This is an optimization exercise on Yosys and OpenROAD, whose aim is small area, not a production implementation. At most, simulation tests tie the RTL to the original design; equivalence was not proved. No activity file was given, so power comes from the tool's default toggle rates.

Design lbmem, start of the top module:
module lbmem(input CLK, input RESET, input [7:0] wdata, input wen, output [7:0] rdata, output valid);
  reg [7:0] sr [0:63];
  reg state;
  reg [2:0] cnt;
  integer i;
  wire we = wen & ~RESET;
  always @(posedge CLK) begin
    if (we) begin
      sr[0] <= wdata;
      for (i = 1; i < 64; i = i + 1)
        sr[i] <= sr[i-1];
    end
  end
  always @(posedge CLK or posedge RESET) begin
    if (RESET) begin
      state <= 1'b0;
      cnt <= 3'h0;
    end else begin
      if (state == 1'b0) begin
        cnt <= cnt + {2'h0, wen};
        state <= (cnt == 3'h7 & wen);
      end else begin
        cnt <= wen ? cnt : cnt - 1'b1;
        state <= (cnt != 3'h1 | wen);
      end
    end
  end
  assign valid = (state & (cnt != 3'h1 | wen)) | (cnt == 3'h7 & wen);
  wire [2:0] sel = wen ? cnt - 3'd1 : cnt - 3'd2;
  reg [7:0] rd;
  always @(*) begin
    case (sel)
      3'd0: rd = sr[0];
      3'd1: rd = sr[1];
      3'd2: rd = sr[2];
      3'd3: rd = sr[3];
      3'd4: rd = sr[4];
  ...
Size in the first run: about 640 cells after synthesis, roughly 520 flip-flops.
export LEC_CHECK = 0
export CAP_MARGIN = 20
export CORE_MARGIN = 2
export CORE_UTILIZATION = 60
export CTS_BUF_LIST = sky130_fd_sc_hd__clkbuf_4 sky130_fd_sc_hd__clkbuf_8
export SETUP_SLACK_MARGIN = 0.2
export SLEW_MARGIN = 20
create_clock -name core_clock -period 8.0 [get_ports {CLK}]
run.sh (not shown) runs the stock make flow with config.mk's settings and CLKGATE_MAP_FILE= SYNTH_SCRIPT=/design/flow/synth_recipe.tcl, a recipe that flattens the netlist after the stock synthesis.
The first run passed the timing, design-rule and antenna checks.
Edit:
Settings changed: CTS_BUF_LIST sky130_fd_sc_hd__clkbuf_4 sky130_fd_sc_hd__clkbuf_8 to sky130_fd_sc_hd__clkbuf_8, CTS_CLUSTER_DIAMETER from default to 50, CTS_CLUSTER_SIZE from default to 24.
The new run went through all stages and came out clean.
Design area falls by 3.4%.
Non-clock buffer count is unchanged.
Wire length falls by 4.5%.
Setup slack gets better by 0.0073 ns.
Worst hold slack gets better by 0.0098 ns.
Sequential share of layout area rises by 2.9 points.
Edit:
Settings changed: CORE_UTILIZATION 60 to 40, CTS_BUF_LIST sky130_fd_sc_hd__clkbuf_8 to default, CTS_CLUSTER_DIAMETER 50 to default, CTS_CLUSTER_SIZE 24 to default.
Result: Area after synthesis stays the same; total power climbs by 11%; worst setup slack degrades by 0.10 ns; first-iteration DRC count drops by 2.0%; sequential power barely changes.
No run of this note included a check of the RTL's function; only the layout flow was run.

========
lbmem, a different RTL version from the one above (not shown whole).
For scale: about 1100 cells after synthesis, ~520 flip-flops, about 20 I/O pins.
clock: 8.0 ns
lec_check: 0
abc_area: 1
cap_margin: 20
core_margin: 2
core_utilization: 78
gpl_routability_driven: 0
setup_slack_margin: 0.2
slew_margin: 20
standard.sh (not shown) runs the stock make flow with config.mk's settings and CLKGATE_MAP_FILE= SYNTH_SCRIPT=/design/flow/synth_recipe.tcl, a recipe that flattens the netlist after the stock synthesis.
==> flow/flow/run.sh <==
#!/bin/bash
# Standard ORFS layout with three changes:
#  - synthesis maps the logic with an area-oriented ABC script and without
#    Yosys's adder extraction (registers are unchanged: same synthesis script,
#    only the combinational mapping differs);
#  - the clock tree is built without dummy loads, from one buffer size;
#  - the port buffers are the smallest buffer.
# Full tool output goes to flow.log; ORFS's per-step logs stay under orfs/logs/.
set -euo pipefail
W=$PWD
rm -rf "$W/myscripts"
cp -r "$FLOW_HOME/scripts" "$W/myscripts"
printf 'strash\ndch\namap\ntopo\n' > "$W/myscripts/abc_area.script"
CTS="-sink_clustering_enable -repair_clock_nets -dont_use_dummy_load -buf_list sky130_fd_sc_hd__clkbuf_4 -sink_clustering_size 12 -sink_clustering_max_diameter 50"
bash standard.sh "SCRIPTS_DIR=$W/myscripts" "ADDER_MAP_FILE=" "ABC_AREA=1" "CTS_ARGS=$CTS" \
  "BUFFER_PORTS_ARGS=-buffer_cell sky130_fd_sc_hd__buf_1" finish > "$W/flow.log" 2>&1
Rerun with:
CORE_UTILIZATION = 70   (was 78)
GPL_ROUTABILITY_DRIVEN = unset   (was 0)
After rerunning:
- The changed run completed with no timing, DRC or antenna violations
- die area went up by 11%
- cell count is higher by about 2.8%
- register-to-register slack is worse by 20 ps
- power came out lower by 0.50%
- synthesized area is unchanged
- flip-flop and latch count does not change
- clock skew goes down by 3.6 ps
- final area came out higher by about 0.5%
- wire length went down by about 5.5%
Rerun with:
CAP_MARGIN = 10   (was 20)
GPL_TIMING_DRIVEN = 0   (was unset)
SLEW_MARGIN = 10   (was 20)
After rerunning:
- count of clock-buffer cells in the layout is unchanged
- hold slack improves by 4.5 ps
- total power goes up by 0.68%
- routed wire length goes up by 3.7%

========
Starting RTL as in the previous note.
==> flow/config.mk <==
export PLATFORM = sky130hd
export DESIGN_NAME = lbmem
export DESIGN_NICKNAME = lbmem
export VERILOG_FILES = /design/flow/design.v
export SDC_FILE = /design/flow/constraint.sdc
export NUM_CORES = 4
export LEC_CHECK = 0
export ABC_AREA = 1
export CAP_MARGIN = 20
export CORE_MARGIN = 2
export CORE_UTILIZATION = 78
export SETUP_SLACK_MARGIN = 0.2
export SLEW_MARGIN = 20
==> flow/constraint.sdc <==
create_clock -name core_clock -period 8.0 [get_ports {CLK}]
set_input_delay 1.6000 -clock core_clock [delete_from_list [all_inputs] [get_ports {CLK}]]
set_output_delay 1.6000 -clock core_clock [all_outputs]
set_load 0.01 [all_outputs]
Scripts as last shown in full above: flow/flow/run.sh
The first run completed without violations.
Next try:
--- a/flow/config.mk
+++ b/flow/config.mk
@@ -11,0 +12 @@
+export PLACE_DENSITY = 0.9
Outcome: The new run completed with no timing, DRC or antenna violations; synthesized area stays the same; clock power went up slightly; global-route usage went up by 1.8 points.

========
== north ==
The RTL this note starts from:
==> flow/design.v <==
module lbmem(input CLK, input RESET, input [7:0] wdata, input wen, output [7:0] rdata, output valid);
  reg [7:0] sr [0:63];
  reg state;
  reg [2:0] cnt;
  integer i;
  wire we = wen & ~RESET;
  always @(posedge CLK) begin
    if (we) begin
      sr[0] <= wdata;
      for (i = 1; i < 64; i = i + 1)
        sr[i] <= sr[i-1];
    end
  end
  always @(posedge CLK or posedge RESET) begin
    if (RESET) begin
      state <= 1'b0;
      cnt <= 3'h0;
    end else begin
      if (state == 1'b0) begin
        cnt <= cnt + {2'h0, wen};
        state <= (cnt == 3'h7 & wen);
      end else begin
        cnt <= wen ? cnt : cnt - 1'b1;
        state <= (cnt != 3'h1 | wen);
      end
    end
  end
  assign valid = (state & (cnt != 3'h1 | wen)) | (cnt == 3'h7 & wen);
  wire [7:0] c1;   
  genvar j;
  generate
    for (j = 0; j < 8; j = j + 1) begin : dec
      assign c1[j] = (cnt == j);
    end
  endgenerate
  wire [7:0] hit;
  generate
    for (j = 0; j < 8; j = j + 1) begin : sel
      assign hit[j] = wen ? c1[(j + 1) % 8] : c1[(j + 2) % 8];
    end
  endgenerate
  wire [7:0] w [0:7];
  generate
    for (j = 0; j < 7; j = j + 1) begin : src
      assign w[j] = sr[j];
    end
  endgenerate
  assign w[7] = sr[63];
  reg [7:0] rd;
  integer k;
  always @(*) begin
    rd = 8'h00;
    for (k = 0; k < 8; k = k + 1)
      rd = rd | (w[k] & {8{hit[k]}});
  end
  assign rdata = rd;
endmodule
==> flow/config.mk <==
export PLATFORM = sky130hd
export DESIGN_NAME = lbmem
export DESIGN_NICKNAME = lbmem
export VERILOG_FILES = /design/flow/design.v
export SDC_FILE = /design/flow/constraint.sdc
export NUM_CORES = 4
export LEC_CHECK = 0
export ABC_AREA = 1
export CAP_MARGIN = 20
export CORE_MARGIN = 2
export CORE_UTILIZATION = 70
export SETUP_SLACK_MARGIN = 0.2
export SLEW_MARGIN = 20
==> flow/constraint.sdc <==
create_clock -name core_clock -period 8.0 [get_ports {CLK}]
set_input_delay 1.6000 -clock core_clock [delete_from_list [all_inputs] [get_ports {CLK}]]
set_output_delay 1.6000 -clock core_clock [all_outputs]
set_load 0.01 [all_outputs]
==> flow/flow/run.sh <==
#!/bin/bash
# Standard ORFS layout with three changes:
#  - synthesis maps the logic with an area-oriented ABC script and without
#    Yosys's adder extraction (registers are unchanged: same synthesis script,
#    only the combinational mapping differs);
#  - the clock tree is built without dummy loads, from one buffer size;
#  - the port buffers are the smallest buffer.
# Full tool output goes to flow.log; ORFS's per-step logs stay under orfs/logs/.
set -euo pipefail
W=$PWD
rm -rf "$W/myscripts"
cp -r "$FLOW_HOME/scripts" "$W/myscripts"
printf 'strash\ndch\namap\ntopo\n' > "$W/myscripts/abc_area.script"
CTS="-sink_clustering_enable -repair_clock_nets -dont_use_dummy_load -buf_list sky130_fd_sc_hd__clkbuf_2 -sink_clustering_size 6 -sink_clustering_max_diameter 30"
bash standard.sh "SCRIPTS_DIR=$W/myscripts" "ADDER_MAP_FILE=" "ABC_AREA=1" "CTS_ARGS=$CTS" \
  "BUFFER_PORTS_ARGS=-buffer_cell sky130_fd_sc_hd__buf_1" finish > "$W/flow.log" 2>&1
The inputs of south differ from those of north as listed below.
Settings: swapping 70 for 80 in CORE_UTILIZATION.
diff --git a/flow/flow/run.sh b/flow/flow/run.sh
--- a/flow/flow/run.sh
+++ b/flow/flow/run.sh
@@ -13,3 +13,3 @@
 printf 'strash\ndch\namap\ntopo\n' > "$W/myscripts/abc_area.script"
-CTS="-sink_clustering_enable -repair_clock_nets -dont_use_dummy_load -buf_list sky130_fd_sc_hd__clkbuf_2 -sink_clustering_size 6 -sink_clustering_max_diameter 30"
+CTS="-sink_clustering_enable -repair_clock_nets -dont_use_dummy_load -buf_list sky130_fd_sc_hd__clkbuf_4 -sink_clustering_size 12 -sink_clustering_max_diameter 50"
 bash standard.sh "SCRIPTS_DIR=$W/myscripts" "ADDER_MAP_FILE=" "ABC_AREA=1" "CTS_ARGS=$CTS" \
south did not finish; a tool error ended it in 3_5_place_dp.
Horizontal die dimension (south vs. north) decreases by a few percent
Summary of the comparison: total number of placement rows is lower in south, relative to north.
Changes observed in south relative to north: height of the chip now sits lower; starting density of the core now sits higher; detailed-placement wirelength estimate now sits higher; synthesized area now sits at about the same level; final RePlAce weighted congestion now sits higher.

-- port drivers added, routing unchanged --
How much do the figures lean on ideal ports? The routed layouts below were timed once more, with nothing changed but the port constraints. Step 1 (the two cells are an assumption about what drives the block):
set clk [get_ports {CLK}]
set_driving_cell -lib_cell sky130_fd_sc_hd__clkbuf_16 $clk
set_driving_cell -lib_cell sky130_fd_sc_hd__buf_2 [delete_from_list [all_inputs] $clk]
Step 2 moves the port delays by t, midway between the first and last clock arrival at a register: inputs arrive t later, outputs are due t later. That takes back most of the time a late clock gives input paths. Three values: ideal ports, drivers, drivers and shift; two values: the first two.
run	shift t [ns]	setup slack, ns	worst setup path at the end	latest minus earliest clock arrival (ns)	pins driven straight from the clock port
the first run of note 1	0.611	1.623 / 1.568 / 1.568	input to output	0.033 / 0.033	1
the second run of note 1	0.598	1.631 / 1.575 / 1.575	input to output	0.046 / 0.046	1
the third run of note 1	0.585	1.526 / 1.505 / 1.505	input to output	0.017 / 0.018	1
the first run of note 2	0.679	2.135 / 2.113 / 2.113	input to output	0.068 / 0.068	1
the second run of note 2	0.694	2.145 / 2.123 / 2.123	input to output	0.068 / 0.068	1
the third run of note 2	0.710	2.103 / 2.078 / 2.078	input to output	0.058 / 0.058	1
the first run of note 3	0.679	2.135 / 2.113 / 2.113	input to output	0.068 / 0.068	1
the second run of note 3	0.716	2.131 / 2.104 / 2.104	input to output	0.090 / 0.089	1
north	0.832	2.248 / 2.221 / 2.221	input to output	0.140 / 0.141	1
After both steps setup and hold are still met in every run listed. For the second run of note 1, which loses most, drivers alone change the setup slack by -0.056 ns; drivers and shift together by -0.056 ns.
